Context: an optimization exercise on an open-source flow, tuned for small area. The choices shown serve that exercise and are no tape-out recipe. No run shown here included a check of the RTL's function; only the layout flow was run. Power and IR drop assume default switching activity.

[flow/run.sh]
#!/bin/bash
# synth_recipe.tcl (not shown) runs the flow's synth.tcl, then flattens the netlist and writes it again
# the make line also repeats each setting of config.mk as NAME=value (left out here)
make -C /OpenROAD-flow-scripts/flow DESIGN_CONFIG=/design/flow/config.mk WORK_HOME=/design/flow/orfs CLKGATE_MAP_FILE= SYNTH_SCRIPT=/design/flow/synth_recipe.tcl finish
[flow/config.mk]
export PLATFORM = sky130hd
export DESIGN_NAME = decodeAndMap
export DESIGN_NICKNAME = decodeAndMap
export VERILOG_FILES = /design/flow/design.v
export SDC_FILE = /design/flow/constraint.sdc
export NUM_CORES = 8
export LEC_CHECK = 0
export CAP_MARGIN = 30
export CORE_MARGIN = 2
export CORE_UTILIZATION = 60
export CTS_BUF_LIST = sky130_fd_sc_hd__clkbuf_4 sky130_fd_sc_hd__clkbuf_8 sky130_fd_sc_hd__clkbuf_16
export CTS_CLUSTER_DIAMETER = 100
export CTS_CLUSTER_SIZE = 30
export SLEW_MARGIN = 20
[flow/constraint.sdc]
create_clock -name core_clock -period 12.0 [get_ports {clock}]
set_input_delay 2.4000 -clock core_clock [delete_from_list [all_inputs] [get_ports {clock}]]
set_output_delay 2.4000 -clock core_clock [all_outputs]
set_load 0.01 [all_outputs]
[flow/design.v]
module decodeAndMap(drawX, drawY, drawColour, WE, resetn, clock, shapeselect, inputColour, vs_n, rotateX, rotateY, rotateZ, invert, pitch, roll, yaw, doneShape);
    input clock, resetn, vs_n, invert, rotateX, rotateY, rotateZ;
    input [1:0] shapeselect;
    input [2:0] inputColour;
    output [8:0] drawX, drawY;
    output [2:0] drawColour;
    output WE;
    output [7:0] pitch, roll, yaw;
    output doneShape;
    function [12:0] rca;
        input [11:0] a, b;
        input ci;
        integer k;
        reg c;
        begin
            c = ci;
            for (k = 0; k < 12; k = k + 1) begin
                rca[k] = a[k] ^ b[k] ^ c;
                c = (a[k] & b[k]) | (a[k] & c) | (b[k] & c);
            end
            rca[12] = c;
        end
    endfunction
    localparam S_CLEAR = 4'd0, S_PAIR = 4'd1, S_W1 = 4'd2, S_C1 = 4'd3, S_W2 = 4'd4,
               S_C2 = 4'd5, S_NEG = 4'd6, S_SWP = 4'd7, S_DRAW = 4'd8, S_ROTW = 4'd9,
               S_ROT = 4'd10, S_WAIT = 4'd11, S_WAIT2 = 4'd12, S_DONE = 4'd13;
    reg [3:0] st;
    reg [1:0] shp;
    reg lvs_n;
    wire restart = ~resetn | (shapeselect != shp);
    reg [3:0] bi, wi;
    wire bend = (bi == 4'd15);
    wire wend = (wi == 4'd11);
    reg load;
    reg [191:0] rx, ry, rz;
    reg [3:0] ea, eb;
    wire [2:0] vbit;
    wire edge_ab;
    shapeTypeLUT lut(shp, wi, bi, ea, eb, vbit, edge_ab);
    wire [12:0] bi_inc = rca({8'd0, bi}, 12'd0, 1'b1);
    wire [12:0] wi_inc = rca({8'd0, wi}, 12'd0, 1'b1);
    wire [3:0] nw = wend ? 4'd0 : wi_inc[3:0];
    wire [12:0] pc_inc = rca({4'd0, ea, eb}, 12'd0, 1'b1);
    wire pair_last = ({ea, eb} == 8'hAB);
    reg [2:0] rs;         
    reg win;              
    reg wen;              
    reg sa, sb;           
    reg [1:0] cA, cB;     
    reg coA, coB;         
    wire odd = rs[2] | (rs[1] & rs[0]);
    wire head = (wi[0] == odd);
    wire a0 = ry[0], a2 = ry[2], a6 = ry[6], a11 = ry[11];
    wire b0 = rz[0], b2 = rz[2], b6 = rz[6], b11 = rz[11];
    wire lt2 = ~bi[3] & ~bi[2] & ~bi[1];
    wire lt6 = ~bi[3] & ~(bi[2] & bi[1]);
    wire qA1 = head ? b0 : sb;
    wire qA4 = head ? (~lt2 & b2) : (lt2 ? b2 : sb);
    wire qA64 = head ? (~lt6 & b6) : (lt6 ? b6 : sb);
    wire pA = head ? a0 : sa;
    wire qB1 = head ? a0 : sa;
    wire qB4 = head ? (~lt2 & a2) : (lt2 ? a2 : sa);
    wire qB64 = head ? (~lt6 & a6) : (lt6 ? a6 : sa);
    wire pB = head ? b0 : sb;
    wire nA = ~invert;
    wire nB = invert;
    wire i0 = head & (bi == 4'd0);
    wire i11 = head & (bi == 4'd11);
    wire [1:0] cinA = i0 ? {1'b1, nA} : cA;
    wire [1:0] cinB = i0 ? {1'b1, nB} : cB;
    wire oA1 = qA64 ^ nA, oA2 = ~(qA4 ^ nA), oA3 = qA1 ^ nA, oA4 = ~pA;
    wire oB1 = qB64 ^ nB, oB2 = ~(qB4 ^ nB), oB3 = qB1 ^ nB, oB4 = ~pB;
    wire sA1 = oA1 ^ oA2 ^ oA3, kA1 = (oA1 & oA2) | (oA1 & oA3) | (oA2 & oA3);
    wire sA2 = sA1 ^ oA4 ^ cinA[0], kA2 = (sA1 & oA4) | (sA1 & cinA[0]) | (oA4 & cinA[0]);
    wire dA = sA2 & wen;
    wire [1:0] cAn = {kA1 & (kA2 | cinA[1]) | (kA2 & cinA[1]), kA1 ^ kA2 ^ cinA[1]};
    wire sB1 = oB1 ^ oB2 ^ oB3, kB1 = (oB1 & oB2) | (oB1 & oB3) | (oB2 & oB3);
    wire sB2 = sB1 ^ oB4 ^ cinB[0], kB2 = (sB1 & oB4) | (sB1 & cinB[0]) | (oB4 & cinB[0]);
    wire dB = sB2 & wen;
    wire [1:0] cBn = {kB1 & (kB2 | cinB[1]) | (kB2 & cinB[1]), kB1 ^ kB2 ^ cinB[1]};
    wire oinA = ~i11 & coA;
    wire oinB = ~i11 & coB;
    wire nbA = a11 ^ dA ^ oinA, coAn = (a11 & dA) | (a11 & oinA) | (dA & oinA);
    wire nbB = b11 ^ dB ^ oinB, coBn = (b11 & dB) | (b11 & oinB) | (dB & oinB);
    wire wact = win & (head ? (bi[3] & (bi[2] | (bi[1] & bi[0]))) : ~(bi[3] & (bi[2] | (bi[1] & bi[0]))));
    wire [2:0] rs_n = wend ? rs + 3'd1 : rs;
    wire odd_n = rs_n[2] | (rs_n[1] & rs_n[0]);
    wire next_head = (nw[0] == odd_n);
    wire [1:0] ax_n = (rs_n == 3'd0 || rs_n == 3'd3) ? 2'd0 : ((rs_n == 3'd1 || rs_n == 3'd4) ? 2'd1 : 2'd2);
    wire en_n = (ax_n == 2'd0) ? rotateX : ((ax_n == 2'd1) ? rotateY : rotateZ);
    reg [7:0] rp, rr, ry8;
    reg cp, cr, cy;
    wire upd = (st == S_ROT) & (rs == 3'd0) & (wi == 4'd0) & ~bi[3];
    wire lsb = (bi[2:0] == 3'd0);
    wire op = upd & rotateX & invert, or_ = upd & rotateY & invert, oy = upd & rotateZ & invert;
    wire ip = upd & (lsb ? (rotateX & ~invert) : cp);
    wire ir = upd & (lsb ? (rotateY & ~invert) : cr);
    wire iy = upd & (lsb ? (rotateZ & ~invert) : cy);
    assign pitch = rp;
    assign roll = rr;
    assign yaw = ry8;
    reg [8:0] PX, PY, K, M, N;
    reg [9:0] H;
    reg ltx, lty, ge, bx, by, fb;
    wire tx = rx[0], ty = ry[0];
    wire [8:0] Ex = {rx[0], rx[1], rx[2], rx[3], rx[4], rx[5], rx[6], rx[7], rx[8]};
    wire [8:0] Ey = {ry[0], ry[1], ry[2], ry[3], ry[4], ry[5], ry[6], ry[7], ry[8]};
    wire wEx = Ex[8] | (Ex[7] & Ex[6] & (Ex[5] | Ex[4] | (Ex[3] & (Ex[2] | Ex[1]))));    
    wire wSx = PX[8] | (PX[7] & PX[6] & (PX[5] | PX[4] | (PX[3] & (PX[2] | PX[1]))));
    wire wEy = Ey[8] | (Ey[7] & Ey[6] & Ey[5] & Ey[4] & (Ey[3] | Ey[2] | Ey[1]));       
    wire wSy = PY[8] | (PY[7] & PY[6] & PY[5] & PY[4] & (PY[3] | PY[2] | PY[1]));
    wire dxb = tx ^ K[0] ^ bx, bxn = (~tx & K[0]) | (~(tx ^ K[0]) & bx);
    wire dyb = ty ^ M[0] ^ by, byn = (~ty & M[0]) | (~(ty ^ M[0]) & by);
    wire ltx_n = (wEx ^ wSx) ? wEx : bxn;
    wire lty_n = (wEy ^ wSy) ? wEy : byn;
    wire nkb = K[0] ^ (ltx & bx);
    wire nmb = M[0] ^ (lty & by);
    wire swp0 = (bi == 4'd5);
    wire swp8 = (bi == 4'd13);
    wire swp9 = (bi == 4'd14);
    wire mjb = ge ? K[0] : M[0];
    wire mnb = ge ? M[0] : K[0];
    wire dkb = mjb ^ mnb ^ bx, bkn = (~mjb & mnb) | (~(mjb ^ mnb) & bx);
    wire hA = ~(swp8 | swp9) & (ge ? K[1] : M[1]);
    wire hB = swp9 | ~mnb;
    wire hC = swp0 ? mjb : by;
    wire hb = hA ^ hB ^ hC, hcn = (hA & hB) | (hA & hC) | (hB & hC);
    wire minor = H[9];
    wire drawing = (st == S_DRAW);
    wire [12:0] asum = rca({2'b00, H}, {2'b00, minor ? {1'b0, K} : ~{1'b0, M}}, ~minor);
    wire xinc = ~(ltx ^ lty);
    wire [12:0] pxs = rca({3'd0, PX}, {3'd0, {9{~xinc & drawing}}}, xinc | ~drawing);
    wire [12:0] pys = rca({3'd0, PY}, 12'd0, 1'b1);
    wire [12:0] nds = rca({3'd0, N}, 12'h1ff, 1'b0);
    wire mA = (wi == ea), mB = (wi == eb);
    wire hit1 = (bi == 4'd3) & (mA | mB);
    wire hit2 = (bi == 4'd3) & (fb ? mA : mB);
    always @(posedge clock) begin
        lvs_n <= vs_n;
        rx <= {rx[190:12], wact ? nbA : rx[11], rx[10:1], load ? vbit[2] : rx[0], rx[191]};
        ry <= {ry[190:12], wact ? nbB : ry[11], ry[10:1], load ? vbit[1] : ry[0], ry[191]};
        rz <= {rz[190:12], wact ? rx[11] : rz[11], rz[10:1], load ? vbit[0] : rz[0], rz[191]};
        if (head & bend) begin
            sa <= a0;
            sb <= b0;
        end
        cA <= cAn;
        cB <= cBn;
        coA <= coAn;
        coB <= coBn;
        rp <= {(rp[0] ^ op ^ ip) & ~load, rp[7:1]};
        rr <= {(rr[0] ^ or_ ^ ir) & ~load, rr[7:1]};
        ry8 <= {(ry8[0] ^ oy ^ iy) & ~load, ry8[7:1]};
        cp <= (rp[0] & op) | (rp[0] & ip) | (op & ip);
        cr <= (rr[0] & or_) | (rr[0] & ir) | (or_ & ir);
        cy <= (ry8[0] & oy) | (ry8[0] & iy) | (oy & iy);
        if (restart) begin
            st <= S_CLEAR;
            shp <= shapeselect;
            bi <= 4'd0;
            wi <= 4'd0;
            load <= 1'b1;
            PX <= 9'd352;
            PY <= 9'd392;
            win <= 1'b0;
        end else begin
            bi <= bi_inc[3:0];
            if (bend) wi <= nw;
            if (load & bend & wend) load <= 1'b0;
            case (st)
                S_CLEAR: begin
                    if (PX == 9'd159) begin
                        PX <= 9'd352;
                        if (PY == 9'd119) begin
                            st <= S_PAIR;
                            ea <= 4'd0;
                            eb <= 4'd0;
                        end else
                            PY <= pys[8:0];
                    end else
                        PX <= pxs[8:0];
                end
                S_PAIR: begin
                    if (edge_ab)
                        st <= S_W1;
                    else if (pair_last)
                        st <= S_ROTW;
                    else
                        {ea, eb} <= pc_inc[7:0];
                end
                S_W1: begin
                    if (hit1) begin
                        K <= {tx, K[8:1]};
                        M <= {ty, M[8:1]};
                        fb <= mB;
                        st <= S_C1;
                    end
                end
                S_C1: begin
                    K <= {tx, K[8:1]};
                    M <= {ty, M[8:1]};
                    if (bi == 4'd11) begin
                        PX <= Ex;
                        PY <= Ey;
                        st <= S_W2;
                    end
                end
                S_W2: begin
                    if (hit2) begin
                        K <= {dxb, K[8:1]};
                        M <= {dyb, M[8:1]};
                        bx <= bxn;
                        by <= byn;
                        st <= S_C2;
                    end else begin
                        bx <= 1'b0;
                        by <= 1'b0;
                    end
                end
                S_C2: begin
                    K <= {dxb, K[8:1]};
                    M <= {dyb, M[8:1]};
                    bx <= bxn;
                    by <= byn;
                    if (bi == 4'd11) begin
                        ltx <= ltx_n;
                        lty <= lty_n;
                        if (lty_n) begin
                            PX <= Ex;
                            PY <= Ey;
                        end
                        bx <= 1'b0;
                        by <= 1'b0;
                        ge <= 1'b1;
                        st <= S_NEG;
                    end
                end
                S_NEG: begin
                    K <= {nkb, K[8:1]};
                    M <= {nmb, M[8:1]};
                    bx <= bx | K[0];
                    by <= by | M[0];
                    if (nkb ^ nmb) ge <= nkb;
                    if (bi == 4'd4) begin
                        bx <= 1'b0;
                        st <= S_SWP;
                    end
                end
                S_SWP: begin
                    if (~swp9) begin
                        K <= {dkb, K[8:1]};
                        M <= {mnb, M[8:1]};
                        N <= {mjb, N[8:1]};
                    end
                    bx <= bkn;
                    by <= hcn;
                    H <= {hb, H[9:1]};
                    if (swp9) st <= S_DRAW;
                end
                S_DRAW: begin
                    if (N == 9'd0) begin
                        if (pair_last)
                            st <= S_ROTW;
                        else begin
                            st <= S_PAIR;
                            {ea, eb} <= pc_inc[7:0];
                        end
                    end else begin
                        N <= nds[8:0];
                        H <= asum[9:0];
                        if (ge | minor) PX <= pxs[8:0];
                        if (~ge | minor) PY <= pys[8:0];
                    end
                end
                S_ROTW: begin
                    if (bend & wend) begin
                        st <= S_ROT;
                        rs <= 3'd0;
                        win <= 1'b1;
                        wen <= rotateX;
                    end
                end
                S_ROT: begin
                    if (bend) begin
                        rs <= rs_n;
                        if (next_head) begin
                            win <= (rs_n <= 3'd5);
                            wen <= en_n;
                        end else if (!head)
                            win <= 1'b0;
                        if (rs_n == 3'd6 && nw == 4'd1)
                            st <= S_WAIT;
                    end
                end
                S_WAIT: begin
                    if (lvs_n & ~vs_n) st <= S_WAIT2;
                end
                S_WAIT2: begin
                    if (bi[2:0] == 3'd7) st <= S_DONE;
                end
                default: begin  
                    st <= S_CLEAR;
                    PX <= 9'd352;
                    PY <= 9'd392;
                end
            endcase
        end
    end
    wire [12:0] sx = rca({3'd0, PX}, 12'd160, 1'b0);
    wire [12:0] sy = rca({3'd0, PY}, 12'd120, 1'b0);
    assign drawX = sx[8:0];
    assign drawY = sy[8:0];
    assign WE = (st == S_CLEAR) | (drawing & (PX != 9'd352) & (PY != 9'd392));
    assign drawColour = drawing ? inputColour : 3'd0;
    assign doneShape = (st == S_DONE);
endmodule
module shapeTypeLUT (
    input wire [1:0] shapeselect,
    input wire [3:0] vi,       
    input wire [3:0] bi,       
    input wire [3:0] ea,       
    input wire [3:0] eb,
    output reg [2:0] vbit,     
    output reg edge_ab         
);
    always @(*) begin
        case ({shapeselect, vi, bi})
            10'd1: vbit = 3'd1;
            10'd5: vbit = 3'd1;
            10'd7: vbit = 3'd1;
            10'd8: vbit = 3'd1;
            10'd17: vbit = 3'd1;
            10'd18: vbit = 3'd1;
            10'd19: vbit = 3'd3;
            10'd20: vbit = 3'd3;
            10'd22: vbit = 3'd3;
            10'd23: vbit = 3'd2;
            10'd25: vbit = 3'd7;
            10'd26: vbit = 3'd7;
            10'd27: vbit = 3'd7;
            10'd28: vbit = 3'd7;
            10'd29: vbit = 3'd7;
            10'd30: vbit = 3'd7;
            10'd31: vbit = 3'd7;
            10'd33: vbit = 3'd1;
            10'd34: vbit = 3'd1;
            10'd35: vbit = 3'd3;
            10'd36: vbit = 3'd3;
            10'd38: vbit = 3'd3;
            10'd39: vbit = 3'd2;
            10'd41: vbit = 3'd7;
            10'd42: vbit = 3'd3;
            10'd43: vbit = 3'd3;
            10'd44: vbit = 3'd3;
            10'd45: vbit = 3'd3;
            10'd46: vbit = 3'd3;
            10'd47: vbit = 3'd3;
            10'd48: vbit = 3'd2;
            10'd49: vbit = 3'd3;
            10'd50: vbit = 3'd3;
            10'd51: vbit = 3'd3;
            10'd52: vbit = 3'd1;
            10'd54: vbit = 3'd3;
            10'd57: vbit = 3'd3;
            10'd58: vbit = 3'd1;
            10'd59: vbit = 3'd1;
            10'd60: vbit = 3'd1;
            10'd61: vbit = 3'd1;
            10'd62: vbit = 3'd1;
            10'd63: vbit = 3'd1;
            10'd265: vbit = 3'd1;
            10'd281: vbit = 3'd1;
            10'd282: vbit = 3'd1;
            10'd283: vbit = 3'd1;
            10'd284: vbit = 3'd1;
            10'd285: vbit = 3'd1;
            10'd286: vbit = 3'd1;
            10'd287: vbit = 3'd1;
            10'd297: vbit = 3'd2;
            10'd313: vbit = 3'd2;
            10'd314: vbit = 3'd2;
            10'd315: vbit = 3'd2;
            10'd316: vbit = 3'd2;
            10'd317: vbit = 3'd2;
            10'd318: vbit = 3'd2;
            10'd319: vbit = 3'd2;
            10'd329: vbit = 3'd4;
            10'd345: vbit = 3'd4;
            10'd346: vbit = 3'd4;
            10'd347: vbit = 3'd4;
            10'd348: vbit = 3'd4;
            10'd349: vbit = 3'd4;
            10'd350: vbit = 3'd4;
            10'd351: vbit = 3'd4;
            10'd521: vbit = 3'd7;
            10'd522: vbit = 3'd7;
            10'd523: vbit = 3'd7;
            10'd524: vbit = 3'd7;
            10'd525: vbit = 3'd7;
            10'd526: vbit = 3'd7;
            10'd527: vbit = 3'd7;
            10'd553: vbit = 3'd7;
            10'd554: vbit = 3'd6;
            10'd555: vbit = 3'd6;
            10'd556: vbit = 3'd6;
            10'd557: vbit = 3'd6;
            10'd558: vbit = 3'd6;
            10'd559: vbit = 3'd6;
            10'd585: vbit = 3'd7;
            10'd586: vbit = 3'd5;
            10'd587: vbit = 3'd5;
            10'd588: vbit = 3'd5;
            10'd589: vbit = 3'd5;
            10'd590: vbit = 3'd5;
            10'd591: vbit = 3'd5;
            10'd617: vbit = 3'd7;
            10'd618: vbit = 3'd3;
            10'd619: vbit = 3'd3;
            10'd620: vbit = 3'd3;
            10'd621: vbit = 3'd3;
            10'd622: vbit = 3'd3;
            10'd623: vbit = 3'd3;
            10'd569: vbit = 3'd7;
            10'd570: vbit = 3'd1;
            10'd571: vbit = 3'd1;
            10'd572: vbit = 3'd1;
            10'd573: vbit = 3'd1;
            10'd574: vbit = 3'd1;
            10'd575: vbit = 3'd1;
            10'd601: vbit = 3'd7;
            10'd602: vbit = 3'd2;
            10'd603: vbit = 3'd2;
            10'd604: vbit = 3'd2;
            10'd605: vbit = 3'd2;
            10'd606: vbit = 3'd2;
            10'd607: vbit = 3'd2;
            10'd537: vbit = 3'd7;
            10'd633: vbit = 3'd7;
            10'd634: vbit = 3'd4;
            10'd635: vbit = 3'd4;
            10'd636: vbit = 3'd4;
            10'd637: vbit = 3'd4;
            10'd638: vbit = 3'd4;
            10'd639: vbit = 3'd4;
            10'd777: vbit = 3'd4;
            10'd800: vbit = 3'd4;
            10'd801: vbit = 3'd2;
            10'd802: vbit = 3'd4;
            10'd803: vbit = 3'd2;
            10'd805: vbit = 3'd4;
            10'd806: vbit = 3'd6;
            10'd807: vbit = 3'd6;
            10'd808: vbit = 3'd2;
            10'd832: vbit = 3'd4;
            10'd833: vbit = 3'd2;
            10'd834: vbit = 3'd7;
            10'd835: vbit = 3'd2;
            10'd836: vbit = 3'd1;
            10'd837: vbit = 3'd5;
            10'd838: vbit = 3'd4;
            10'd839: vbit = 3'd7;
            10'd840: vbit = 3'd1;
            10'd864: vbit = 3'd5;
            10'd865: vbit = 3'd2;
            10'd866: vbit = 3'd7;
            10'd867: vbit = 3'd3;
            10'd869: vbit = 3'd4;
            10'd870: vbit = 3'd4;
            10'd871: vbit = 3'd6;
            10'd872: vbit = 3'd1;
            10'd873: vbit = 3'd2;
            10'd874: vbit = 3'd2;
            10'd875: vbit = 3'd2;
            10'd876: vbit = 3'd2;
            10'd877: vbit = 3'd2;
            10'd878: vbit = 3'd2;
            10'd879: vbit = 3'd2;
            10'd896: vbit = 3'd5;
            10'd897: vbit = 3'd3;
            10'd898: vbit = 3'd6;
            10'd899: vbit = 3'd2;
            10'd900: vbit = 3'd1;
            10'd901: vbit = 3'd5;
            10'd902: vbit = 3'd5;
            10'd903: vbit = 3'd7;
            10'd905: vbit = 3'd3;
            10'd906: vbit = 3'd3;
            10'd907: vbit = 3'd3;
            10'd908: vbit = 3'd3;
            10'd909: vbit = 3'd3;
            10'd910: vbit = 3'd3;
            10'd911: vbit = 3'd3;
            10'd928: vbit = 3'd4;
            10'd929: vbit = 3'd2;
            10'd930: vbit = 3'd7;
            10'd931: vbit = 3'd3;
            10'd933: vbit = 3'd4;
            10'd934: vbit = 3'd5;
            10'd935: vbit = 3'd6;
            10'd937: vbit = 3'd1;
            10'd938: vbit = 3'd1;
            10'd939: vbit = 3'd1;
            10'd940: vbit = 3'd1;
            10'd941: vbit = 3'd1;
            10'd942: vbit = 3'd1;
            10'd943: vbit = 3'd1;
            10'd793: vbit = 3'd4;
            10'd794: vbit = 3'd4;
            10'd795: vbit = 3'd4;
            10'd796: vbit = 3'd4;
            10'd797: vbit = 3'd4;
            10'd798: vbit = 3'd4;
            10'd799: vbit = 3'd4;
            10'd816: vbit = 3'd4;
            10'd817: vbit = 3'd6;
            10'd818: vbit = 3'd2;
            10'd819: vbit = 3'd4;
            10'd820: vbit = 3'd6;
            10'd821: vbit = 3'd2;
            10'd824: vbit = 3'd4;
            10'd825: vbit = 3'd6;
            10'd826: vbit = 3'd6;
            10'd827: vbit = 3'd6;
            10'd828: vbit = 3'd6;
            10'd829: vbit = 3'd6;
            10'd830: vbit = 3'd6;
            10'd831: vbit = 3'd6;
            10'd848: vbit = 3'd6;
            10'd849: vbit = 3'd6;
            10'd850: vbit = 3'd1;
            10'd851: vbit = 3'd5;
            10'd852: vbit = 3'd6;
            10'd853: vbit = 3'd2;
            10'd854: vbit = 3'd3;
            10'd856: vbit = 3'd6;
            10'd857: vbit = 3'd7;
            10'd858: vbit = 3'd7;
            10'd859: vbit = 3'd7;
            10'd860: vbit = 3'd7;
            10'd861: vbit = 3'd7;
            10'd862: vbit = 3'd7;
            10'd863: vbit = 3'd7;
            10'd880: vbit = 3'd5;
            10'd881: vbit = 3'd7;
            10'd883: vbit = 3'd4;
            10'd884: vbit = 3'd7;
            10'd885: vbit = 3'd3;
            10'd886: vbit = 3'd3;
            10'd887: vbit = 3'd1;
            10'd888: vbit = 3'd6;
            10'd889: vbit = 3'd5;
            10'd890: vbit = 3'd5;
            10'd891: vbit = 3'd5;
            10'd892: vbit = 3'd5;
            10'd893: vbit = 3'd5;
            10'd894: vbit = 3'd5;
            10'd895: vbit = 3'd5;
            10'd912: vbit = 3'd5;
            10'd913: vbit = 3'd6;
            10'd914: vbit = 3'd1;
            10'd915: vbit = 3'd5;
            10'd916: vbit = 3'd6;
            10'd917: vbit = 3'd2;
            10'd918: vbit = 3'd2;
            10'd920: vbit = 3'd7;
            10'd921: vbit = 3'd4;
            10'd922: vbit = 3'd4;
            10'd923: vbit = 3'd4;
            10'd924: vbit = 3'd4;
            10'd925: vbit = 3'd4;
            10'd926: vbit = 3'd4;
            10'd927: vbit = 3'd4;
            10'd944: vbit = 3'd6;
            10'd945: vbit = 3'd6;
            10'd946: vbit = 3'd1;
            10'd947: vbit = 3'd4;
            10'd948: vbit = 3'd7;
            10'd949: vbit = 3'd3;
            10'd950: vbit = 3'd2;
            10'd951: vbit = 3'd1;
            10'd952: vbit = 3'd7;
            10'd953: vbit = 3'd6;
            10'd954: vbit = 3'd6;
            10'd955: vbit = 3'd6;
            10'd956: vbit = 3'd6;
            10'd957: vbit = 3'd6;
            10'd958: vbit = 3'd6;
            10'd959: vbit = 3'd6;
            default: vbit = 3'd0;
        endcase
    end
    wire [2:0] pa = ea[3:1], pb = eb[3:1];
    wire par = ea[0] ^ eb[0];
    wire [2:0] d = pb - pa;
    wire plt = pa < pb;
    wire sgi = (pa != 3'd0) & ((d == 3'd2) | (d == 3'd3));
    always @(*) begin
        case (shapeselect)
            2'd0: edge_ab = (ea < eb) & ~eb[3] & ~eb[2];
            2'd1: edge_ab = plt & (pb < 3'd3);
            2'd2: edge_ab = plt & ~eb[3] & (par == (pa != 3'd0));
            default: edge_ab = plt & (pb < 3'd6) & (par == sgi);
        endcase
    end
endmodule
==> impl_metrics.yaml, run 1 <==
synthesis:
  syn_area_um2: 20130
  synthArstFlopShare_pct: 0
  yosysTopAreaCellShare_pct: 63.85
  synth_area_leader_cell: "dfxtp_1"
  synth_edf_count: 59
  avgSynthCellArea_um2: 13.18
  synth_seq_cells: 701
  synth_cells: 1527
  ys_seq_area_share_pct: 72.65
  synth.area.top_cells: "dfxtp_1, edfxtp_1, ha_1, fa_1, inv_1"
  yosysWarnings: 2
  synthTopCellsByCount: "dfxtp_1, inv_1, nand2_1"
  synth_ff_type: "dfxtp_1"
  synth.most_common_cell: "dfxtp_1"
  syn_nets: 1620
  ys_types: 77
global_route:
  grt_pass1_vias: 9842
  grt_first_pass_wirelength_um: 52250
  track_usage_pct: 18.28
  gr-total-overflow: 0
  grt_max_degree: 40
  antenna_found_initial: 0
sta:
  rsz0062_at_grt: "false"
  final-setup-viol-count: 0
  max_freq_mhz: 169.1
  final_hold_viol_count: 0
  worst_pin_slew_ns: 0.8158
  fin_setup_tns_ns: 0
  timing.final.crit_share_pct: 49.30
  slew_viol_final: 0
  fin_crit_ns: 5.915
  slew_headroom_pct: 45.41
  skew_ns: 0.03074
worst_setup_path:
  worstPathBufferInverterCount: 2
  max_stage_delay_ns: 0.53
  crit_chain: "clkdlybuf4s50_1 > and3_1 > clkdlybuf4s50_1"
  path_common_cell: "clkdlybuf4s50_1"
  cp-start-kind: "input port"
  cp_top_family: "buffers and inverters"
  reg2regPathDepth: 15
  critPathKind: "in -> out"
  cp_slowest_cell: "clkdlybuf4s50_1"
  r2r-start: "st[0]"
  rrSetupSlack_ns: 6.89
  arrival_ns: 3.52
  required_ns: 9.60
  cp_max_fo: 1
  end_kind: "output port"
  reg2reg_to: "PX[8]"
clock_network:
  postCtsSetupRepairBufs: 0
  path_clk_slew_ns: 0.10
  htree_levels: 1
  root_buffer: "clkbuf_16"
  hold_buffers: 0
  clk_latency_ns: 0.60
  cts_tree: "built"
  clock_sinks: 701
  cts_resized: 0
  clockBufferDepth: 3
  cts_buffers: 27
routing:
  drt-initial-drc-count: 653
  first_pass_iters: 6
  num_vias: 10250
  wl_um: 31810
  drc: 0
  drt-vias-per-instance: 5.097
  detail-route-antenna-nets: 0
  routedWlPerCell_um: 15.82
final_layout:
  area_growth_pct: 8.292
  fillers: 2512
  drive_above_1_share_pct: 3.647
  nets: 1652
  antenna_cells: 0
  stdcell_count: 2011
min_path:
  holdPathEnd: "rx[53]"
  hold_depth: 0
  hold_start: "rx[52]"
  holdCritPathClass: "reg -> reg"
pwr:
  power_density_nw_per_um2: 161.3
  vdd.ir_drop.worst_mv: 0.1547
  leakagePower_uw: 0.008604
run:
  cap_violations: 0
die:
  pin_count: 59
  coreArea_um2: 33280
  fp.dieH_um: 187.2
  start_util_pct: 60.48
  die_w_um: 187.2
  num_rows: 67
  dieArea_um2: 35030
place:
  numPlacedInstances: 1978
  gp_congestion: 0.8590
  dp_hpwl_um: 20850
  port_buffers: 58
outcome:
  status: "timing/DRC/antenna clean"
[cells in the final DEF, fill, tap and decap left out, types with 13 or more instances in the layout]
master,Yosys,layout
dfxtp_1,642,642
inv_1,94,94
nand2_1,80,80
nor2_1,70,70
o21ai_0,60,60
edfxtp_1,59,59
clkdlybuf4s50_1,0,58
a21oi_1,56,56
ha_1,51,51
fa_1,30,30
clkbuf_16,0,27
xor2_1,21,21
nand3_1,21,21
xnor2_1,20,20
nor3_1,18,18
mux2i_1,16,16
a211oi_1,16,16
nor2b_1,13,13
nand2b_1,13,13
[state kept, by name, indices dropped and copies added (netlist names), 8 cells and up]
name / flops
H: 10
K: 9
M: 9
N: 9
PX: 9
PY: 9
rp: 8
rr: 8
rx: 192
ry: 192
ry8: 8
rz: 192
[per-stage QoR]
stage / util, % / setup slack, ns / area (um2) / hold slack [ns] / total power (uW)
detailed placement: 63.26 / 6.083 / 21050 / 0.3121 / 2503
finish: 65.50 / 6.085 / 21800 / 0.3240 / 3517
global route: 65.50 / 6.059 / 21800 / 0.3305 / 3643
floorplan: - / 6.673 / 20130 / 0.3096 / 2483
global placement: 63.26 / 6.089 / 21050 / 0.3111 / 2501
CTS: 65.50 / 6.079 / 21800 / 0.3239 / 3553
[power breakdown]
| group | switching (uW) | internal, uW |
|---|---|---|
| combinational | 32.5 | 26.0 |
| clock | 641 | 428 |
| sequential | 11.2 | 2380 |
[final cells by class]
| class | instances | area (um2) | share of cell area (%) |
|---|---|---|---|
| clock inverter | 3 | 41.29 | 0.1894 |
| timing repair buffer | 70 | 670.6 | 3.077 |
| clock buffer | 30 | 704.4 | 3.232 |
| inverter | 95 | 356.6 | 1.636 |
| tap | 448 | 560.5 | 2.571 |
| sequential | 701 | 14620 | 67.09 |
| multi-input combinational | 664 | 4841 | 22.21 |
[worst max-delay path by stage]
stage	slack, ns	start	depth (start not counted)	end
floorplan	6.67	shapeselect[0]	6	K[0]
global placement	6.09	inputColour[0]	3	drawColour[0]
detailed placement	6.08	inputColour[2]	3	drawColour[2]
CTS	6.08	inputColour[1]	3	drawColour[1]
global route	6.06	inputColour[1]	3	drawColour[1]
finish	6.08	inputColour[1]	3	drawColour[1]
[logic make-up after synthesis]
group | after synthesis | synth area share (%)
flip-flops | 701 | 72.65
buffers and inverters | 162 | 3.332
multiplexers | 18 | 0.9075
adder cells (fa/ha/maj) | 82 | 6.203
AO/OA/AOI/OAI | 240 | 8.031
XOR/XNOR | 41 | 1.784
AND/OR/NAND/NOR | 283 | 7.092
[worst register-to-register path, delay by kind of cell, from the launching register on]
kind | cells | cell delay (ns)
flip-flops | 1 | 0.79
XOR/XNOR | 2 | 0.32
AO/OA/AOI/OAI | 1 | 0.09
multiplexers | 1 | 0.15
buffers and inverters | 1 | 0.24
adder cells (fa/ha/maj) | 6 | 2.46
AND/OR/NAND/NOR | 4 | 0.94
[per-layer routing]
layer / track usage, % / vias to the layer above / share of wire [%]
li1: - / 5158 / -
met1: 27.70 / 4838 / 50
met2: 27.64 / 211 / 43
met3: 3.021 / 43 / 5.6
met4: 4.396 / 0 / 1.8
met5: 0 / - / 0
==> inputs of run 2 (changes only) <==
--- a/flow/config.mk
+++ b/flow/config.mk
@@ -7,7 +7,7 @@
 export LEC_CHECK = 0
 export CAP_MARGIN = 30
 export CORE_MARGIN = 2
-export CORE_UTILIZATION = 60
+export CORE_UTILIZATION = 65
 export CTS_BUF_LIST = sky130_fd_sc_hd__clkbuf_4 sky130_fd_sc_hd__clkbuf_8 sky130_fd_sc_hd__clkbuf_16
 export CTS_CLUSTER_DIAMETER = 100
 export CTS_CLUSTER_SIZE = 30
==> run 2 against run 1 <==
Register-to-register slack got worse by 0.02 ns. Critical path depth unchanged. Sequential cell count is the same. Highest routed layer unchanged. Still clean on timing, DRC and antenna. Critical endpoint unchanged. Clock-buffer cell count unchanged. Largest cell class unchanged. Via count is 1.1% higher.
==> impl_metrics.yaml, run 2 <==
routing:
  first_pass_iters: 5
  detail-route-antenna-nets: 0
  drt-initial-drc-count: 580
  drt-vias-per-instance: 5.294
  drc: 0
  wl_um: 33760
  routedWlPerCell_um: 17.25
  num_vias: 10360
worst_setup_path:
  arrival_ns: 3.53
  max_stage_delay_ns: 0.54
  path_common_cell: "clkdlybuf4s50_1"
  end_kind: "output port"
  critPathKind: "in -> out"
  crit_chain: "clkdlybuf4s50_1 > and3_1 > clkdlybuf4s50_1"
  worstPathBufferInverterCount: 2
  cp-start-kind: "input port"
  required_ns: 9.60
  cp_slowest_cell: "clkdlybuf4s50_1"
  cp_max_fo: 1
  cp_top_family: "buffers and inverters"
synthesis:
  synth.area.top_cells: "dfxtp_1, edfxtp_1, ha_1, fa_1, inv_1"
  synth_area_leader_cell: "dfxtp_1"
  yosysWarnings: 2
  ys_types: 77
  synth_ff_type: "dfxtp_1"
  avgSynthCellArea_um2: 13.18
  synthArstFlopShare_pct: 0
  syn_nets: 1620
  ys_seq_area_share_pct: 72.65
  syn_area_um2: 20130
  synth_edf_count: 59
  synth_seq_cells: 701
  synthTopCellsByCount: "dfxtp_1, inv_1, nand2_1"
  yosysTopAreaCellShare_pct: 63.85
  synth_cells: 1527
  synth.most_common_cell: "dfxtp_1"
min_path:
  holdCritPathClass: "reg -> reg"
final_layout:
  drive_above_1_share_pct: 3.523
  utilization_pct: 71.20
  area_growth_pct: 7.919
  antenna_cells: 0
  final_cell_mix: "dfxtp_1, inv_1, nand2_1"
  mostFrequentLayoutCell: "dfxtp_1"
  largest_registers: "rx (192), ry (192), rz (192)"
  nets: 1650
global_route:
  grt_pass1_vias: 10180
  track_usage_pct: 20.97
  grt_max_degree: 37
  antenna_found_initial: 0
  gr-total-overflow: 0
  grt_first_pass_wirelength_um: 55250
sta:
  timing.hold.ws_ns: 0.3190
  final_hold_viol_count: 0
  slew_viol_final: 0
  timing.final.crit_share_pct: 49.39
  slew_headroom_pct: 44.17
  rsz0062_at_grt: "false"
  skew_ns: 0.01922
  fin_setup_tns_ns: 0
  worst_pin_slew_ns: 0.8358
  final-setup-viol-count: 0
  fin_crit_ns: 5.927
  max_freq_mhz: 168.7
die:
  dieArea_um2: 32390
  coreArea_um2: 30510
  pin_count: 59
  num_rows: 64
  fp.dieH_um: 180.0
  die_w_um: 180.0
  start_util_pct: 65.98
clock_network:
  htree_levels: 1
  cts_buffers: 27
  clockBufferDepth: 3
  root_buffer: "clkbuf_16"
  cts_resized: 0
  path_clk_slew_ns: 0.10
  clk_latency_ns: 0.59
  hold_buffers: 0
  clock_sinks: 701
  postCtsSetupRepairBufs: 0
  cts_tree: "built"
place:
  dp_hpwl_um: 21150
  port_buffers: 58
  gp_congestion: 0.8849
pwr:
  vdd.ir_drop.worst_mv: 0.1602
  power_density_nw_per_um2: 162.6
  leakagePower_uw: 0.008594
run:
  cap_violations: 0
outcome:
  status: "timing/DRC/antenna clean"
-- run 2: cell count changes in the layout (fill, tap and decap cells not counted) --
cell      before  now
clkbuf_4       2    3
buf_8          0    1
clkinv_4       0    1
clkbuf_8       1    0
clkinv_2       1    0
buf_4         12    9
-- run 2: path summary, 6_finish.rpt --
path / cells after the start / startpoint / end / slack (ns)
max: 3 / inputColour[1] / drawColour[1] / 6.07
max reg2reg: 15 / st[0] / PX[8] / 6.87
min: 0 / ry[21] / ry[22] / 0.32
min reg2reg: 0 / ry[21] / ry[22] / 0.32
-- run 2: stage by stage --
step / cells / area, um2 / setup slack [ns] / power [uW]
global route: 1957 / 21720 / 6.033 / 3648
finish: 1957 / 21720 / 6.073 / 3533
CTS: 1957 / 21720 / 6.069 / 3561
global placement: 1923 / 20970 / 6.088 / 2501
detailed placement: 1924 / 20980 / 6.075 / 2504
floorplan: 1527 / 20130 / 6.673 / 2483
-- run 2: layout make-up --
cell class              instances  area, um2
fillers                      2076       8786
inverters                      95      356.6
multi-input cells             664       4841
repair buffers                 68      663.1
clock inverters                 3      45.04
well taps                     396      495.5
clock buffers                  30      698.2
flip-flops and latches        701      14620
-- run 2: per-layer routing --
| metal | GRT usage [%] | routed length (um) | vias up | part of all wire (%) |
|---|---|---|---|---|
| met5 | 0 | 0 | - | 0 |
| met4 | 4.553 | 655 | 0 | 1.9 |
| met3 | 3.525 | 1705 | 48 | 5.0 |
| met2 | 32.78 | 14960 | 216 | 44 |
| met1 | 31.11 | 16450 | 4952 | 49 |
| li1 | - | - | 5145 | - |
-- run 2: logic make-up after synthesis --
family,share of synthesized area (%)
AO/OA/AOI/OAI,8.031
XOR/XNOR,1.784
adder cells (fa/ha/maj),6.203
buffers and inverters,3.332
flip-flops,72.65
multiplexers,0.9075
AND/OR/NAND/NOR,7.092
-- run 2: report_power, final --
part           switching (uW)  internal [uW]  total [uW]
clock                     656            425        1080
sequential               12.2           2380        2390
combinational            34.2           26.6        60.8
total                     702           2830        3530
==> inputs of run 3 (changes only) <==
--- a/flow/config.mk
+++ b/flow/config.mk
@@ -5,6 +5,7 @@
 export SDC_FILE = /design/flow/constraint.sdc
 export NUM_CORES = 8
 export LEC_CHECK = 0
+export ABC_AREA = 1
 export CAP_MARGIN = 30
 export CORE_MARGIN = 2
 export CORE_UTILIZATION = 65
==> run 3 against run 2 <==
Wire length is 3.7% higher. Non-clock buffer count is 7 lower. Area after synthesis is 0.47% lower. Design area is 0.12% lower. Clock skew is 0.0072 ns higher. Largest cell class unchanged.
==> impl_metrics.yaml, run 3 <==
outcome:
  status: "timing/DRC/antenna clean"
die:
  num_rows: 64
  start_util_pct: 65.67
  dieArea_um2: 32240
  pin_count: 59
  fp.dieH_um: 179.6
  die_w_um: 179.6
  coreArea_um2: 30510
routing:
  detail-route-antenna-nets: 0
  wl_um: 35000
  drt-vias-per-instance: 5.107
  drt-initial-drc-count: 753
  routedWlPerCell_um: 16.41
  first_pass_iters: 6
  num_vias: 10890
  drc: 0
synthesis:
  synth.most_common_cell: "dfxtp_1"
  synth_ff_type: "dfxtp_1"
  synth_edf_count: 59
  synth_seq_cells: 701
  ys_types: 52
  synth_cells: 1674
  syn_nets: 1767
  synthTopCellsByCount: "dfxtp_1, nand2_1, inv_1"
  synth.area.top_cells: "dfxtp_1, edfxtp_1, nand2_1, ha_1, fa_1"
  yosysWarnings: 2
  synthArstFlopShare_pct: 0
  syn_area_um2: 20030
  avgSynthCellArea_um2: 11.97
  synth_area_leader_cell: "dfxtp_1"
  yosysTopAreaCellShare_pct: 64.15
  ys_seq_area_share_pct: 73.00
run:
  cap_violations: 0
place:
  gp_congestion: 0.8884
  dp_hpwl_um: 22320
  place_ws_ns: 6.027
  port_buffers: 58
worst_setup_path:
  cp_slowest_cell: "clkdlybuf4s50_1"
  end_kind: "output port"
  cp_top_family: "buffers and inverters"
  cp_max_fo: 1
  cp-start-kind: "input port"
  arrival_ns: 3.56
  required_ns: 9.60
  crit_chain: "clkdlybuf4s50_1 > inv_1 > nor2_1 > clkdlybuf4s50_1"
  rrSetupSlack_ns: 7.07
  reg2regPathDepth: 14
  critPathKind: "in -> out"
  worstPathBufferInverterCount: 3
  max_stage_delay_ns: 0.56
  reg2reg_to: "H[8]"
  path_common_cell: "clkdlybuf4s50_1"
  r2r-start: "H[9]"
clock_network:
  clockBufferDepth: 3
  path_clk_slew_ns: 0.11
  clk_latency_ns: 0.57
  root_buffer: "clkbuf_16"
  cts_resized: 0
  cts_tree: "built"
  postCtsSetupRepairBufs: 0
  cts_buffers: 27
  clock_sinks: 701
  hold_buffers: 0
  htree_levels: 1
sta:
  max_freq_mhz: 167.9
  timing.final.crit_share_pct: 49.64
  skew_ns: 0.02643
  worst_pin_slew_ns: 0.9693
  fin_crit_ns: 5.957
  timing.hold.ws_ns: 0.3182
  final-setup-viol-count: 0
  slew_viol_final: 0
  rsz0062_at_grt: "false"
  final_hold_viol_count: 0
  fin_setup_tns_ns: 0
  slew_headroom_pct: 35.14
  layout_setup_ws_ns: 6.043
min_path:
  holdPathEnd: "ry[0]"
  hold_start: "ry[191]"
  holdCritPathClass: "reg -> reg"
  hold_depth: 0
final_layout:
  mostFrequentLayoutCell: "dfxtp_1"
  final_cell_mix: "dfxtp_1, nand2_1, inv_1"
  drive_above_1_share_pct: 5.239
  nets: 1824
  area_growth_pct: 8.306
  utilization_pct: 71.12
  antenna_cells: 0
  largest_registers: "rx (192), ry (192), rz (192)"
global_route:
  antenna_found_initial: 1
  grt_pass1_vias: 10640
  gr-total-overflow: 0
  track_usage_pct: 21.87
  grt_max_degree: 37
  grt_first_pass_wirelength_um: 57120
pwr:
  leakagePower_uw: 0.009226
  vdd.ir_drop.worst_mv: 0.1671
  power.total_uw: 3519
  power_density_nw_per_um2: 162.2
## run 3: changes by cell type in the layout (fill, tap and decap cells not counted), moves of 12 or more
cell	delta
a211oi_1	-15
a221oi_1	-12
and3_1	-12
inv_1	+53
inv_2	+20
mux2i_1	-15
nand2_1	+171
nand2b_1	-13
nand3_1	+34
nand4_1	+12
nor2_1	+21
nor2b_1	-13
o21ai_0	+37
xnor2_1	-16
## run 3: per-stage QoR
| stage | area (um2) | cells |
|---|---|---|
| floorplan | 20030 | 1674 |
| global placement | 20960 | 2098 |
| detailed placement | 20960 | 2098 |
| CTS | 21700 | 2133 |
| global route | 21700 | 2133 |
| finish | 21700 | 2133 |
## run 3: per-layer routing
metal / vias up / part of all wire (%) / track usage, %
met4: 0 / 1.8 / 4.520
met1: 5179 / 47 / 31.44
met5: - / 0 / 0
li1: 5442 / - / -
met2: 220 / 47 / 36.23
met3: 53 / 3.9 / 2.634
## run 3: cells by family after synthesis
logic type	Yosys count	synth area share, %
flip-flops	701	73.00
AND/OR/NAND/NOR	469	10.14
buffers and inverters	203	4.116
AO/OA/AOI/OAI	199	5.621
adder cells (fa/ha/maj)	82	6.233
XOR/XNOR	18	0.7869
multiplexers	2	0.1062
## run 3: where the power goes
| part | leakage, uW | switching, uW | internal, uW |
|---|---|---|---|
| clock | 0.000371 | 649 | 428 |
| combinational | 0.00315 | 35.3 | 23.9 |
| sequential | 0.00570 | 8.01 | 2370 |
| total | 0.00923 | 693 | 2830 |
## run 3: layout make-up
cell class / count / area [um2]
fill: 2093 / 8811
timing repair buffer: 61 / 603.1
tap: 396 / 495.5
sequential: 701 / 14620
clock inverter: 3 / 27.53
clock buffer: 32 / 713.2
inverter: 170 / 640.6
multi-input combinational: 770 / 4594
## run 3: how the worst max path moves through the flow
stage / startpoint / endpoint / slack (ns) / cells after the start
final: inputColour[1] / drawColour[1] / 6.04 / 4
after floorplan: resetn / K[0] / 6.99 / 5
after global placement: inputColour[1] / drawColour[1] / 6.07 / 4
after detailed placement: inputColour[1] / drawColour[1] / 6.03 / 4
after global routing: st[0] / drawColour[1] / 5.93 / 6
after CTS: inputColour[1] / drawColour[1] / 6.03 / 4
## run 3: worst reg2reg max path, stage by stage (launching register included)
cell and delay (ns):
edfxtp_1 0.49, inv_1 0.39, o21ai_0 0.18, fa_1 0.38
inv_1 0.08, fa_1 0.17, inv_1 0.05, fa_1 0.38
fa_1 0.39, fa_1 0.40, fa_1 0.40, fa_1 0.39
fa_1 0.40, fa_1 0.50, o21ai_0 0.08
==> inputs of run 4 (changes only) <==
==> flow/config.mk (replaced) <==
export PLATFORM = sky130hd
export DESIGN_NAME = decodeAndMap
export DESIGN_NICKNAME = decodeAndMap
export VERILOG_FILES = /design/flow/design.v
export SDC_FILE = /design/flow/constraint.sdc
export NUM_CORES = 8
export LEC_CHECK = 0
export CAP_MARGIN = 30
export CORE_MARGIN = 2
export CORE_UTILIZATION = 60
export CTS_BUF_LIST = sky130_fd_sc_hd__clkbuf_16
export CTS_CLUSTER_DIAMETER = 60
export CTS_CLUSTER_SIZE = 30
export SLEW_MARGIN = 20
==> run 4 against run 3 <==
Sequential power is essentially flat. Synthesized cell count shrank 8.8%. Worst hold slack lost 0.018 ns. Clock-buffer cell count grew 6. Wire length shrank 8.1%. Power grew 7.2%. Global-route usage shrank 3.3 points. Setup slack gained 0.042 ns. Clock power grew 22%. Critical path depth shrank 1. Largest power group unchanged. Combinational power shrank 0.7%. Still clean on timing, DRC and antenna.
==> impl_metrics.yaml, run 4 <==
outcome:
  status: "timing/DRC/antenna clean"
clock_network:
  postCtsSetupRepairBufs: 0
  htree_levels: 2
  clk_latency_ns: 0.54
  cts_resized: 0
  path_clk_slew_ns: 0.10
  root_buffer: "clkbuf_16"
  cts_buffers: 36
  cts_tree: "built"
  clockBufferDepth: 3
  clock_sinks: 701
  hold_buffers: 0
pwr:
  pwr-share-comb_pct: 1.6
  power_density_nw_per_um2: 170.2
  seq_power_share_pct: 63.3
  clkPwrFrac_pct: 35.1
  vdd.ir_drop.worst_mv: 0.1576
  net-switching-power_uw: 767.3
  leakagePower_uw: 0.008797
  p_int_uw: 3006
  swShare_pct: 20.33
final_layout:
  mostFrequentLayoutCell: "dfxtp_1"
  area_growth_pct: 10.18
  drive_above_1_share_pct: 4.669
  design_area_um2: 22180
  antenna_cells: 0
  final_cell_mix: "dfxtp_1, inv_1, nand2_1"
  largest_registers: "rx (192), ry (192), rz (192)"
  nets: 1661
synthesis:
  synthArstFlopShare_pct: 0
  syn_area_um2: 20130
  avgSynthCellArea_um2: 13.18
  synthTopCellsByCount: "dfxtp_1, inv_1, nand2_1"
  synth_seq_cells: 701
  synth.area.top_cells: "dfxtp_1, edfxtp_1, ha_1, fa_1, inv_1"
  ys_seq_area_share_pct: 72.65
  yosysTopAreaCellShare_pct: 63.85
  synth_area_leader_cell: "dfxtp_1"
  synth_cells: 1527
  synth_edf_count: 59
  synth.most_common_cell: "dfxtp_1"
  synth_ff_type: "dfxtp_1"
  syn_nets: 1620
  yosysWarnings: 2
  ys_types: 77
sta:
  final_hold_viol_count: 0
  timing.final.crit_share_pct: 49.30
  fin_crit_ns: 5.915
  rsz0062_at_grt: "false"
  fin_setup_tns_ns: 0
  final-setup-viol-count: 0
  skew_ns: 0.05131
  max_freq_mhz: 169.0
  worst_pin_slew_ns: 0.8248
  slew_viol_final: 0
  slew_headroom_pct: 44.81
place:
  dp_hpwl_um: 20850
  place_area_um2: 21050
  port_buffers: 58
  gp_congestion: 0.8590
global_route:
  track_usage_pct: 18.54
  gr-total-overflow: 0
  antenna_found_initial: 0
  grt_pass1_vias: 10000
  grt_first_pass_wirelength_um: 52770
  grt_max_degree: 40
die:
  coreArea_um2: 33280
  pin_count: 59
  die_w_um: 187.2
  start_util_pct: 60.48
  num_rows: 67
  fp.dieH_um: 187.2
  dieArea_um2: 35030
routing:
  wl_um: 32160
  first_pass_iters: 5
  num_vias: 10350
  drt-vias-per-instance: 5.092
  detail-route-antenna-nets: 0
  drt-initial-drc-count: 701
  drc: 0
  routedWlPerCell_um: 15.82
worst_setup_path:
  required_ns: 9.60
  critPathKind: "in -> out"
  r2r-start: "st[0]"
  arrival_ns: 3.52
  end_kind: "output port"
  cp_max_fo: 1
  cp-start-kind: "input port"
  critPathLaunch: "inputColour[1]"
  reg2regPathDepth: 15
min_path:
  hold_start: "ry[149]"
  holdCritPathClass: "reg -> reg"
  hold_depth: 0
run:
  cap_violations: 0
[run 4: changes by cell type after synthesis, sizes merged, moves of 15 or more]
cell | before | now
a211oi | 1 | 16
clkbuf | 11 | 41
inv | 168 | 94
mux2i | 1 | 16
nand2 | 258 | 80
nand3 | 58 | 22
nor2 | 103 | 70
o21ai | 105 | 61
xnor2 | 4 | 20
[run 4: worst paths after layout]
| check | slack, ns | end |
|---|---|---|
| max | 6.08 | drawColour[1] |
| min | 0.30 | ry[150] |
| max reg2reg | 6.90 | PX[8] |
| min reg2reg | 0.30 | ry[150] |
[run 4: critical path, cell delays in order]
cell             delay, ns
clkdlybuf4s50_1       0.45
and3_1                0.13
clkdlybuf4s50_1       0.53
[run 4: area by class of cell]
class / count / area [um2]
clock buffer: 38 / 950.9
clock inverter: 17 / 173.9
sequential: 701 / 14620
timing repair buffer: 70 / 670.6
inverter: 95 / 356.6
multi-input combinational: 664 / 4841
fill: 2466 / 11100
tap: 448 / 560.5
[run 4: power groups by stage]
stage / Combinational, uW / Sequential (uW) / Clock, uW
final: 58.8 / 2390 / 1320
after global routing: 68.0 / 2390 / 1440
after CTS: 59.9 / 2390 / 1360
after detailed placement: 59.6 / 2440 / 0
after global placement: 57.3 / 2440 / 0
after floorplan: 45.0 / 2440 / 0
[run 4: kinds of logic (layout without fill, tap and decap cells)]
logic type	after synthesis	in the layout	share of synthesized area [%]
flip-flops	701	701	72.65
AND/OR/NAND/NOR	283	283	7.092
AO/OA/AOI/OAI	240	240	8.031
buffers and inverters	162	220	3.332
adder cells (fa/ha/maj)	82	82	6.203
XOR/XNOR	41	41	1.784
multiplexers	18	18	0.9075
[run 4: stage by stage]
step | setup slack (ns) | utilization [%] | hold slack (ns) | power [uW] | instances
after floorplan | 6.673 | - | 0.3096 | 2483 | 1527
after global placement | 6.089 | 63.26 | 0.3111 | 2501 | 1978
after detailed placement | 6.083 | 63.26 | 0.3121 | 2503 | 1978
after CTS | 6.079 | 66.64 | 0.2971 | 3807 | 2033
after global routing | 6.059 | 66.64 | 0.2967 | 3899 | 2033
final | 6.085 | 66.64 | 0.3000 | 3774 | 2033
[run 4: per-layer routing]
metal | routed length, um | GRT usage [%] | vias to the layer above
li1 | - | - | 5196
met1 | 16090 | 27.59 | 4909
met2 | 13800 | 28.08 | 201
met3 | 1619 | 3.265 | 47
met4 | 652 | 5.189 | 0
met5 | 0 | 0 | -
==> inputs of run 5 (changes only) <==
--- a/flow/config.mk
+++ b/flow/config.mk
@@ -7,8 +7,8 @@
 export LEC_CHECK = 0
 export CAP_MARGIN = 30
 export CORE_MARGIN = 2
-export CORE_UTILIZATION = 60
+export CORE_UTILIZATION = 65
 export CTS_BUF_LIST = sky130_fd_sc_hd__clkbuf_16
-export CTS_CLUSTER_DIAMETER = 60
-export CTS_CLUSTER_SIZE = 30
+export CTS_CLUSTER_DIAMETER = 40
+export CTS_CLUSTER_SIZE = 40
 export SLEW_MARGIN = 20
==> run 5 against run 4 <==
Register-to-register slack gained 0.06 ns. Synthesized cell count is the same. Maximum frequency shrank 0.25%. Sequential cell count is the same. Highest routed layer is now met5.
==> impl_metrics.yaml, run 5 <==
place:
  numPlacedInstances: 1924
  dp_hpwl_um: 21150
  port_buffers: 58
  gp_congestion: 0.8849
sta:
  final-setup-viol-count: 0
  skew_ns: 0.06098
  max_freq_mhz: 168.6
  rsz0062_at_grt: "false"
  slew_viol_final: 0
  fin_crit_ns: 5.931
  timing.final.crit_share_pct: 49.42
  worst_pin_slew_ns: 0.8459
  slew_headroom_pct: 43.49
  final_hold_viol_count: 0
  fin_setup_tns_ns: 0
clock_network:
  clk_latency_ns: 0.60
  htree_levels: 2
  cts_tree: "built"
  clockBufferDepth: 3
  cts_buffers: 51
  path_clk_slew_ns: 0.09
  hold_buffers: 0
  postCtsSetupRepairBufs: 0
  root_buffer: "clkbuf_16"
  cts_resized: 0
  clock_sinks: 701
die:
  dieArea_um2: 32390
  start_util_pct: 65.98
  num_rows: 64
  fp.dieH_um: 180.0
  coreArea_um2: 30510
  pin_count: 59
  die_w_um: 180.0
outcome:
  status: "timing/DRC/antenna clean"
worst_setup_path:
  critPathKind: "in -> out"
  required_ns: 9.60
  cp_max_fo: 1
  arrival_ns: 3.53
  cp-start-kind: "input port"
  end_kind: "output port"
  r2r-start: "st[0]"
  critPathLaunch: "inputColour[1]"
synthesis:
  yosysWarnings: 2
  synth_cells: 1527
  ys_types: 77
  ys_seq_area_share_pct: 72.65
  synth_ff_type: "dfxtp_1"
  synth_edf_count: 59
  yosysTopAreaCellShare_pct: 63.85
  synth.area.top_cells: "dfxtp_1, edfxtp_1, ha_1, fa_1, inv_1"
  synth_area_leader_cell: "dfxtp_1"
  synth_seq_cells: 701
  synth.most_common_cell: "dfxtp_1"
  syn_nets: 1620
  synthTopCellsByCount: "dfxtp_1, inv_1, nand2_1"
  avgSynthCellArea_um2: 13.18
  syn_area_um2: 20130
  synthArstFlopShare_pct: 0
final_layout:
  mostFrequentLayoutCell: "dfxtp_1"
  largest_registers: "rx (192), ry (192), rz (192)"
  stdcell_count: 2020
  fillers: 1860
  final_cell_mix: "dfxtp_1, inv_1, nand2_1"
  area_growth_pct: 14.09
  drive_above_1_share_pct: 7.204
  antenna_cells: 0
  nets: 1674
min_path:
  holdCritPathClass: "reg -> reg"
  hold_start: "rx[186]"
routing:
  first_pass_iters: 5
  wl_um: 36770
  num_vias: 10710
  drt-vias-per-instance: 5.302
  drc: 0
  drt-initial-drc-count: 555
  detail-route-antenna-nets: 0
  routedWlPerCell_um: 18.20
global_route:
  track_usage_pct: 23.01
  grt_max_degree: 37
  gr-total-overflow: 0
  grt_first_pass_wirelength_um: 59830
  antenna_found_initial: 1
  grt_pass1_vias: 11100
pwr:
  vdd.ir_drop.worst_mv: 0.1725
  power_density_nw_per_um2: 189.1
  leakagePower_uw: 0.009154
run:
  cap_violations: 0
## run 5: cell counts after synthesis
Identical to the previous run, type by type.
## run 5: worst paths after layout
check,end,slack (ns),depth (start not counted)
setup reg to reg,PX[8],6.96,15
setup / recovery,drawColour[1],6.07,3
hold reg to reg,rx[187],0.28,0
hold / removal,rx[187],0.28,0
## run 5: cells by family (layout without fill, tap and decap cells)
logic type / after synthesis / count (layout) / share of synthesized area [%]
DFF: 701 / 701 / 72.65
and+or+nand+nor: 283 / 283 / 7.092
AOI/OAI and AO/OA: 240 / 240 / 8.031
buffers and inverters: 162 / 259 / 3.332
adders and majority gates: 82 / 82 / 6.203
xor gates and xnor gates: 41 / 41 / 1.784
muxes: 18 / 18 / 0.9075
## run 5: where the power goes
group | internal, uW | switching [uW]
Clock | 899 | 987
Combinational | 27.4 | 36.6
Sequential | 2380 | 14.1
Total | 3310 | 1040
## run 5: final cells by class
class                      instances  area (um2)  area share [%]
clock buffer                      52        1301           5.666
clock inverter                    44       684.4           2.980
inverter                          95       356.6           1.553
multi-input combinational        664        4841           21.08
sequential                       701       14620           63.68
tap                              396       495.5           2.157
timing repair buffer              68       663.1           2.887
## run 5: critical path: stages
cell and delay (ns):
clkdlybuf4s50_1 0.45, and3_1 0.14, clkdlybuf4s50_1 0.54
## run 5: through the flow
step | hold slack (ns) | power (uW) | instance area (um2) | util (%) | worst slack (ns)
after global routing | 0.2821 | 4471 | 22970 | 75.27 | 6.033
after floorplan | 0.3096 | 2483 | 20130 | - | 6.673
after global placement | 0.3102 | 2501 | 20970 | 68.72 | 6.088
after CTS | 0.2869 | 4378 | 22970 | 75.27 | 6.069
final | 0.2803 | 4343 | 22970 | 75.27 | 6.069
after detailed placement | 0.3121 | 2504 | 20980 | 68.77 | 6.075
## run 5: per-layer routing
layer  vias to the layer above  wire [um]  global-route usage [%]  part of all wire (%)
met5                         -         13                       0                 0.035
met4                         2        921                   6.732                   2.5
met3                        77       1909                   4.254                   5.2
met2                       261      16980                   36.72                    46
met1                      5107      16950                   32.47                    46
li1                       5263          -                       -                     -
==> inputs of run 6 (changes only) <==
--- a/flow/config.mk
+++ b/flow/config.mk
@@ -9,6 +9,6 @@
 export CORE_MARGIN = 2
 export CORE_UTILIZATION = 65
 export CTS_BUF_LIST = sky130_fd_sc_hd__clkbuf_16
-export CTS_CLUSTER_DIAMETER = 40
-export CTS_CLUSTER_SIZE = 40
+export CTS_CLUSTER_DIAMETER = 50
+export CTS_CLUSTER_SIZE = 36
 export SLEW_MARGIN = 20
==> run 6 against run 5 <==
Clock-buffer cell count is 13 lower. Still clean. Combinational power shrank 5.0%. Setup slack got worse by 0.0015 ns. Register-to-register slack worse by 0.03 ns. Wire length fell by 4.5%.
==> impl_metrics.yaml, run 6 <==
synthesis:
  syn_nets: 1620
  syn_area_um2: 20130
  synth.most_common_cell: "dfxtp_1"
  synth_edf_count: 59
  avgSynthCellArea_um2: 13.18
  synthTopCellsByCount: "dfxtp_1, inv_1, nand2_1"
  synth_ff_type: "dfxtp_1"
  ys_types: 77
  synth_seq_cells: 701
  synth.area.top_cells: "dfxtp_1, edfxtp_1, ha_1, fa_1, inv_1"
  synth_cells: 1527
  yosysWarnings: 2
  synthArstFlopShare_pct: 0
  ys_seq_area_share_pct: 72.65
  synth_area_leader_cell: "dfxtp_1"
  yosysTopAreaCellShare_pct: 63.85
clock_network:
  htree_levels: 2
  hold_buffers: 0
  cts_resized: 0
  clk_latency_ns: 0.58
  path_clk_slew_ns: 0.12
  postCtsSetupRepairBufs: 0
  cts_tree: "built"
  root_buffer: "clkbuf_16"
  cts_buffers: 39
  clockBufferDepth: 3
  clock_sinks: 701
die:
  coreArea_um2: 30510
  pin_count: 59
  die_w_um: 180.0
  fp.dieH_um: 180.0
  dieArea_um2: 32390
  start_util_pct: 65.98
  num_rows: 64
outcome:
  status: "timing/DRC/antenna clean"
global_route:
  grt_first_pass_wirelength_um: 57500
  gr-total-overflow: 0
  track_usage_pct: 21.95
  grt_max_degree: 37
  grt_pass1_vias: 10610
  antenna_found_initial: 0
pwr:
  power_density_nw_per_um2: 178.7
  leakagePower_uw: 0.008926
  vdd.ir_drop.worst_mv: 0.1996
worst_setup_path:
  cp_top_family: "buffers and inverters"
  worstPathBufferInverterCount: 2
  arrival_ns: 3.53
  max_stage_delay_ns: 0.54
  path_common_cell: "clkdlybuf4s50_1"
  cp_slowest_cell: "clkdlybuf4s50_1"
  end_kind: "output port"
  crit_chain: "clkdlybuf4s50_1 > and3_1 > clkdlybuf4s50_1"
  rrSetupSlack_ns: 6.93
  cp-start-kind: "input port"
  critPathKind: "in -> out"
  cp_max_fo: 1
  required_ns: 9.60
final_layout:
  mostFrequentLayoutCell: "dfxtp_1"
  fillers: 1992
  drive_above_1_share_pct: 5.754
  antenna_cells: 0
  final_cell_mix: "dfxtp_1, inv_1, nand2_1"
  area_growth_pct: 11.57
  stdcell_count: 1995
  nets: 1662
  utilization_pct: 73.61
  largest_registers: "rx (192), ry (192), rz (192)"
sta:
  timing.final.crit_share_pct: 49.43
  rsz0062_at_grt: "false"
  slew_viol_final: 0
  fin_crit_ns: 5.932
  max_freq_mhz: 168.6
  fin_setup_tns_ns: 0
  skew_ns: 0.07039
  slew_headroom_pct: 43.72
  worst_pin_slew_ns: 0.8411
  final_hold_viol_count: 0
  final-setup-viol-count: 0
routing:
  num_vias: 10590
  routedWlPerCell_um: 17.59
  first_pass_iters: 5
  detail-route-antenna-nets: 0
  drt-initial-drc-count: 596
  wl_um: 35100
  drt-vias-per-instance: 5.310
  drc: 0
min_path:
  holdCritPathClass: "reg -> reg"
place:
  port_buffers: 58
  numPlacedInstances: 1924
  dp_hpwl_um: 21150
  gp_congestion: 0.8849
run:
  cap_violations: 0
==> run 6: final cells by class <==
cell class | instances | area, um2 | area share (%)
clock buffers | 39 | 975.9 | 4.346
flip-flops and latches | 701 | 14620 | 65.12
multi-input cells | 664 | 4841 | 21.56
well taps | 396 | 495.5 | 2.206
clock inverters | 32 | 501.7 | 2.234
repair buffers | 68 | 663.1 | 2.953
inverters | 95 | 356.6 | 1.588
==> run 6: cells by family (layout without fill, tap and decap cells) <==
family | after synthesis | in the layout | synth area share, %
AND/OR/NAND/NOR | 283 | 283 | 7.092
buffers and inverters | 162 | 234 | 3.332
XOR/XNOR | 41 | 41 | 1.784
flip-flops | 701 | 701 | 72.65
AO/OA/AOI/OAI | 240 | 240 | 8.031
multiplexers | 18 | 18 | 0.9075
adder cells (fa/ha/maj) | 82 | 82 | 6.203
==> run 6: where the power goes <==
part | switching [uW] | total [uW] | internal [uW]
registers | 13.2 | 2390 | 2380
logic | 34.3 | 60.9 | 26.6
clock network | 862 | 1560 | 699
total | 909 | 4010 | 3110
==> run 6: worst paths after layout <==
check	startpoint	endpoint	cells past startpoint
hold reg to reg	ry[8]	ry[9]	0
setup reg to reg	st[0]	PX[8]	15
hold / removal	ry[8]	ry[9]	0
setup / recovery	inputColour[1]	drawColour[1]	3
==> run 6: per-stage QoR <==
stage          area [um2]  worst slack [ns]  power, uW  hold WS, ns
6_report            22460             6.068       4014       0.3087
5_1_grt             22460             6.033       4138       0.3067
4_1_cts             22460             6.069       4045       0.3170
3_5_place_dp        20980             6.075       2504       0.3121
3_3_place_gp        20970             6.088       2501       0.3102
2_1_floorplan       20130             6.673       2483       0.3096
==> run 6: worst register-to-register path: stages, from the launching register on <==
cell	delay, ns
dfxtp_1	0.76
nor2_1	0.37
and2_1	0.32
nand2_1	0.20
inv_1	0.24
fa_1	0.47
fa_1	0.40
fa_1	0.41
fa_1	0.40
fa_1	0.39
fa_1	0.40
xnor2_1	0.18
xnor2_1	0.14
o22ai_1	0.09
mux2i_1	0.16
nand2_1	0.07
==> run 6: routing by layer <==
metal | track usage (%) | up-vias | wire length [um]
met1 | 31.77 | 5091 | 16650
met5 | 0 | - | 0
met4 | 6.146 | 0 | 717
met3 | 4.052 | 54 | 1755
li1 | - | 5220 | -
met2 | 34.27 | 229 | 15970

[what the ideal ports hide]
How much do the figures lean on ideal ports? The routed layouts below were timed once more, with nothing changed but the port constraints. Step 1: set_driving_cell puts a clkbuf_16 on clock and a buf_2 on each other input, an assumption about the parent block. Step 2, shift: input delay + t, output delay - t, t = (earliest + latest rising clock arrival at the registers) / 2. This alone moves slack from input paths to output paths. Three values: ideal ports, drivers, drivers and shift; two values: the first two.
run	shift t [ns]	slack for setup (ns)	pins driven straight from the clock port
run 1	0.631	6.085 / 6.052 / 6.052	1
run 2	0.633	6.073 / 6.048 / 6.048	1
run 3	0.609	6.043 / 6.013 / 6.013	1
run 4	0.567	6.085 / 6.052 / 6.052	1
run 5	0.619	6.069 / 6.045 / 6.045	1
run 6	0.600	6.068 / 6.043 / 6.043	1
After both steps setup and hold are still met in every run listed.
